What follows belongs to an exercise in optimizing a design on an open flow for small area, a short achievable clock period and few clock cycles; a production flow would make more cautious choices.
In this exercise RTL edits were held to simulation tests only and were not proved equivalent to the original.
Power figures rest on the tool's default switching activity, not on a simulated workload.

v6:
==> flow/design.v <==
module cpu(clk,reset,read_data,out,N,V,Z,mem_cmd,mem_addr);
input clk, reset;
input [15:0] read_data;
output reg [1:0] mem_cmd;
output reg [8:0] mem_addr;
output reg [15:0] out;
output reg N, V, Z;
reg        c_fetch;    
reg        d_valid;    
reg        halted;
reg  [8:0] xpc;        
reg        ld1_v, ld2_v;
reg  [2:0] ld1_rd, ld2_rd;
reg        e_valid;    
reg        e_haz;      
reg        e_ldw;      
reg        e_wr;       
reg  [2:0] e_wa;
reg        e_pass;     
reg  [1:0] e_op;       
reg        e_cmp, e_ldr, e_str, e_halt;
reg  [4:0] e_imm5;
reg [15:0] a, b;
wire smc   = mem_cmd[1] & ((mem_addr[8:6] == xpc[8:6]) | (&xpc[5:0] & (mem_addr[8:6] == xpc[8:6] + 3'd1)));
wire flush = (e_valid & e_haz) | smc;
wire exec  = e_valid & ~flush & ~halted;
function [15:0] add16;
  input [15:0] x, y;
  input cin;
  reg [15:0] g, p, G, P, G2, P2;
  integer l, i, j;
  begin
    g = x & y;
    p = x ^ y;
    G = g; P = p;
    G[0] = g[0] | (p[0] & cin);
    for (l = 0; l < 4; l = l + 1) begin
      G2 = G; P2 = P;
      for (i = 0; i < 16; i = i + 1)
        if (i[l]) begin
          j = ((i >> l) << l) - 1;
          G2[i] = G[i] | (P[i] & G[j]);
          P2[i] = P[i] & P[j];
        end
      G = G2; P = P2;
    end
    add16 = p ^ {G[14:0], cin};
  end
endfunction
wire [15:0] sum = add16(a, b ^ {16{e_op[0]}}, e_op[0]);
reg  [15:0] res;
always @(*) begin
  if (e_pass) res = b;
  else case (e_op)
    2'b10: res = a & b;
    2'b11: res = ~b;
    default: res = sum;
  endcase
end
wire [8:0] ea = a[8:0] + {{4{e_imm5[4]}}, e_imm5};
wire       we_x = exec & e_wr;
wire       we   = we_x | e_ldw;
wire       mem_x = exec & (e_ldr | e_str);
reg  [15:0] rf [0:7];
integer k;
always @(posedge clk)
  for (k = 0; k < 8; k = k + 1)
    if (we && e_wa == k) rf[k] <= res;
always @(posedge clk) begin
  if (exec & e_cmp) begin
    Z <= (a == b);
    N <= sum[15];
    V <= (a[15] ^ b[15]) & (sum[15] ^ a[15]);
  end
end
wire [15:0] ir = read_data;
wire is_ldr  = ~ir[15];                         
wire is_str  = ~(ir[14] | ir[13]);              
wire is_mem  = is_ldr | is_str;
wire is_halt = ir[15] & ir[14] & ir[13];        
wire is_mov  = ir[14] & ~ir[13];                
wire is_alu  = ~ir[14] & ir[13];                
wire is_movi = is_mov & ir[12];
wire use_rn  = is_mem | (is_alu & ~(ir[12] & ir[11]));
wire use_rm  = (is_mov & ~ir[12]) | is_alu;
wire [2:0] rn = ir[10:8], rd = ir[7:5], rm = ir[2:0];
wire [2:0] rb = is_str ? rd : rm;
wire [1:0] sh = is_mem ? 2'b00 : ir[4:3];
function [15:0] shf;
  input [15:0] x;
  input [1:0] s;
  case (s)
    2'b00: shf = x;
    2'b01: shf = {x[14:0], 1'b0};
    2'b10: shf = {1'b0, x[15:1]};
    default: shf = {x[15], x[15:1]};
  endcase
endfunction
function pend;
  input [2:0] r;
  pend = (e_valid & e_ldr & (e_wa == r)) | (ld1_v & (ld1_rd == r));
endfunction
wire haz_d = (use_rn & pend(rn)) | (use_rm & pend(rm)) | (is_str & pend(rd));
wire fwd_a = we & (e_wa == rn);
wire fwd_b = we & (e_wa == rb);
wire [15:0] a_d = fwd_a ? res : rf[rn];
wire [15:0] b_sh = shf(fwd_b ? res : rf[rb], sh);
wire [15:0] b_d = ld2_v ? read_data : is_movi ? {{8{ir[7]}}, ir[7:0]} : b_sh;
always @(posedge clk) begin
  a <= a_d;
  b <= b_d;
  e_haz  <= haz_d;
  e_wr   <= is_mov | (is_alu & ~(~ir[12] & ir[11]));
  e_wa   <= ld2_v ? ld2_rd : is_movi ? rn : rd;
  e_pass <= ld2_v | is_mov;
  e_op   <= ir[12:11];
  e_cmp  <= is_alu & ~ir[12] & ir[11];
  e_ldr  <= is_ldr;
  e_str  <= is_str;
  e_halt <= is_halt;
  e_imm5 <= ir[4:0];
  ld1_rd <= e_wa; ld2_rd <= ld1_rd;
end
wire [8:0] xpc1 = xpc + 9'd1;
wire [1:0] inflight = {1'b0, e_valid} + {1'b0, d_valid} + {1'b0, c_fetch};
wire [8:0] nfa = xpc + {7'b0, inflight};
always @(posedge clk) out <= b;
always @(posedge clk) begin
  if (reset) begin
    mem_cmd <= 2'b01; mem_addr <= 9'd0; c_fetch <= 1'b1;
    xpc <= 9'd0;
    d_valid <= 1'b0; e_valid <= 1'b0; e_ldw <= 1'b0; halted <= 1'b0;
    ld1_v <= 1'b0; ld2_v <= 1'b0;
  end else begin
    d_valid <= c_fetch & ~flush;
    e_valid <= d_valid & ~flush;
    if (exec) xpc <= xpc1;
    ld1_v <= mem_x & e_ldr;
    ld2_v <= ld1_v & ~(we_x & (e_wa == ld1_rd));
    e_ldw <= ld2_v & ~(we_x & (e_wa == ld2_rd));
    if (halted | (exec & e_halt)) begin
      halted <= 1'b1; mem_cmd <= 2'b00; c_fetch <= 1'b0;
    end else if (flush) begin
      mem_cmd <= 2'b01; mem_addr <= xpc; c_fetch <= 1'b1;
    end else if (mem_x) begin
      mem_cmd <= e_str ? 2'b10 : 2'b01; mem_addr <= ea; c_fetch <= 1'b0;
    end else begin
      mem_cmd <= 2'b01; mem_addr <= nfa; c_fetch <= 1'b1;
    end
  end
end
endmodule
==> flow/config.mk <==
export PLATFORM = sky130hd
export DESIGN_NAME = cpu
export DESIGN_NICKNAME = cpu
export VERILOG_FILES = /design/flow/design.v
export SDC_FILE = /design/flow/constraint.sdc
export NUM_CORES = 4
export LEC_CHECK = 0
export ABC_AREA = 1
export CAP_MARGIN = 20
export CORE_MARGIN = 2
export CORE_UTILIZATION = 55
export PLACE_DENSITY = 0.65
export SETUP_SLACK_MARGIN = 3.5
export SLEW_MARGIN = 20
==> flow/constraint.sdc <==
create_clock -name core_clock -period 6.0 [get_ports {clk}]
set_input_delay 1.2000 -clock core_clock [delete_from_list [all_inputs] [get_ports {clk}]]
set_output_delay 1.2000 -clock core_clock [all_outputs]
set_load 0.01 [all_outputs]
run.sh (not shown) runs the stock make flow with config.mk's settings and CLKGATE_MAP_FILE= SYNTH_SCRIPT=/design/flow/synth_recipe.tcl, a recipe that flattens the netlist after the stock synthesis.
Testbench counts of v6, summed over its fixed seeds: cycles 13,053.
--- input diff v6..v7 ---
diff --git a/flow/design.v b/flow/design.v
--- a/flow/design.v
+++ b/flow/design.v
@@ -9,5 +9,7 @@
 reg        d_valid;    
 reg        halted;
+reg  [8:0] fpc;        
 reg  [8:0] xpc;        
+reg        smc;        
 reg        ld1_v, ld2_v;
 reg  [2:0] ld1_rd, ld2_rd;
@@ -22,31 +24,7 @@
 reg  [4:0] e_imm5;
 reg [15:0] a, b;
-wire smc   = mem_cmd[1] & ((mem_addr[8:6] == xpc[8:6]) | (&xpc[5:0] & (mem_addr[8:6] == xpc[8:6] + 3'd1)));
 wire flush = (e_valid & e_haz) | smc;
 wire exec  = e_valid & ~flush & ~halted;
-function [15:0] add16;
-  input [15:0] x, y;
-  input cin;
-  reg [15:0] g, p, G, P, G2, P2;
-  integer l, i, j;
-  begin
-    g = x & y;
-    p = x ^ y;
-    G = g; P = p;
-    G[0] = g[0] | (p[0] & cin);
-    for (l = 0; l < 4; l = l + 1) begin
-      G2 = G; P2 = P;
-      for (i = 0; i < 16; i = i + 1)
-        if (i[l]) begin
-          j = ((i >> l) << l) - 1;
-          G2[i] = G[i] | (P[i] & G[j]);
-          P2[i] = P[i] & P[j];
-        end
-      G = G2; P = P2;
-    end
-    add16 = p ^ {G[14:0], cin};
-  end
-endfunction
-wire [15:0] sum = add16(a, b ^ {16{e_op[0]}}, e_op[0]);
+wire [15:0] sum = a + (b ^ {16{e_op[0]}}) + {15'b0, e_op[0]};
 reg  [15:0] res;
 always @(*) begin
@@ -69,5 +47,5 @@
 always @(posedge clk) begin
   if (exec & e_cmp) begin
-    Z <= (a == b);
+    Z <= (sum == 16'b0);
     N <= sum[15];
     V <= (a[15] ^ b[15]) & (sum[15] ^ a[15]);
@@ -123,16 +101,15 @@
 end
 wire [8:0] xpc1 = xpc + 9'd1;
-wire [1:0] inflight = {1'b0, e_valid} + {1'b0, d_valid} + {1'b0, c_fetch};
-wire [8:0] nfa = xpc + {7'b0, inflight};
 always @(posedge clk) out <= b;
 always @(posedge clk) begin
   if (reset) begin
     mem_cmd <= 2'b01; mem_addr <= 9'd0; c_fetch <= 1'b1;
-    xpc <= 9'd0;
-    d_valid <= 1'b0; e_valid <= 1'b0; e_ldw <= 1'b0; halted <= 1'b0;
+    fpc <= 9'd1; xpc <= 9'd0;
+    d_valid <= 1'b0; e_valid <= 1'b0; e_ldw <= 1'b0; halted <= 1'b0; smc <= 1'b0;
     ld1_v <= 1'b0; ld2_v <= 1'b0;
   end else begin
     d_valid <= c_fetch & ~flush;
     e_valid <= d_valid & ~flush;
+    smc     <= mem_x & e_str & ((ea[8:6] == xpc[8:6]) | (&xpc[5:1] & (ea[8:6] == xpc[8:6] + 3'd1)));
     if (exec) xpc <= xpc1;
     ld1_v <= mem_x & e_ldr;
@@ -142,9 +119,9 @@
       halted <= 1'b1; mem_cmd <= 2'b00; c_fetch <= 1'b0;
     end else if (flush) begin
-      mem_cmd <= 2'b01; mem_addr <= xpc; c_fetch <= 1'b1;
+      mem_cmd <= 2'b01; mem_addr <= xpc; c_fetch <= 1'b1; fpc <= xpc1;
     end else if (mem_x) begin
       mem_cmd <= e_str ? 2'b10 : 2'b01; mem_addr <= ea; c_fetch <= 1'b0;
     end else begin
-      mem_cmd <= 2'b01; mem_addr <= nfa; c_fetch <= 1'b1;
+      mem_cmd <= 2'b01; mem_addr <= fpc; c_fetch <= 1'b1; fpc <= fpc + 9'd1;
     end
   end
==> comparison <==
v7 closes out successfully: all stages finished, all timing, DRC and antenna checks passed. The width of the die in v7 sits 2.8% above the value recorded for v6. v7 reports its capturing instance or port of the critical path as b[11] while v6 reports b[4]. On number of logic inverters in the finished layout: v7 sits above v6. Sequential power grows by a few percent when moving from v6 to v7. Summary of v7 over v6: maximum ir drop on the vdd rail rose 18%, critical path depth saw a decrease, clock network power share fell 2.0 points.
Testbench counts of v7, summed over its fixed seeds: cycles 13,053.

## separate check: timing with driven ports
The results above use ideal ports. As a check the final layouts listed here were re-extracted and re-timed, cells and wires unchanged. Step 1 (the two cells are an assumption about what drives the block):
set clk [get_ports {clk}]
set_driving_cell -lib_cell sky130_fd_sc_hd__clkbuf_16 $clk
set_driving_cell -lib_cell sky130_fd_sc_hd__buf_2 [delete_from_list [all_inputs] $clk]
Step 2 also shifts input and output timing later by t, the mid clock arrival at the registers, as if the neighbouring blocks saw the same clock. a / b / c = no drivers / after step 1 / after step 2; a / b = the first two.
run | shift t [ns] | setup slack, ns | worst setup path after step 2 | worst data-port slew with drivers (ns) | cell pins on the clock port's net
v6 | 0.577 | 3.020 / 3.017 / 2.439 | input to register | 0.06 | 1
v7 | 0.584 | 3.321 / 3.305 / 2.721 | input to register | 0.10 | 1
After both steps every run listed still meets setup and hold. For v7, which loses most, drivers alone change the setup slack by -0.016 ns; drivers and shift together by -0.600 ns.
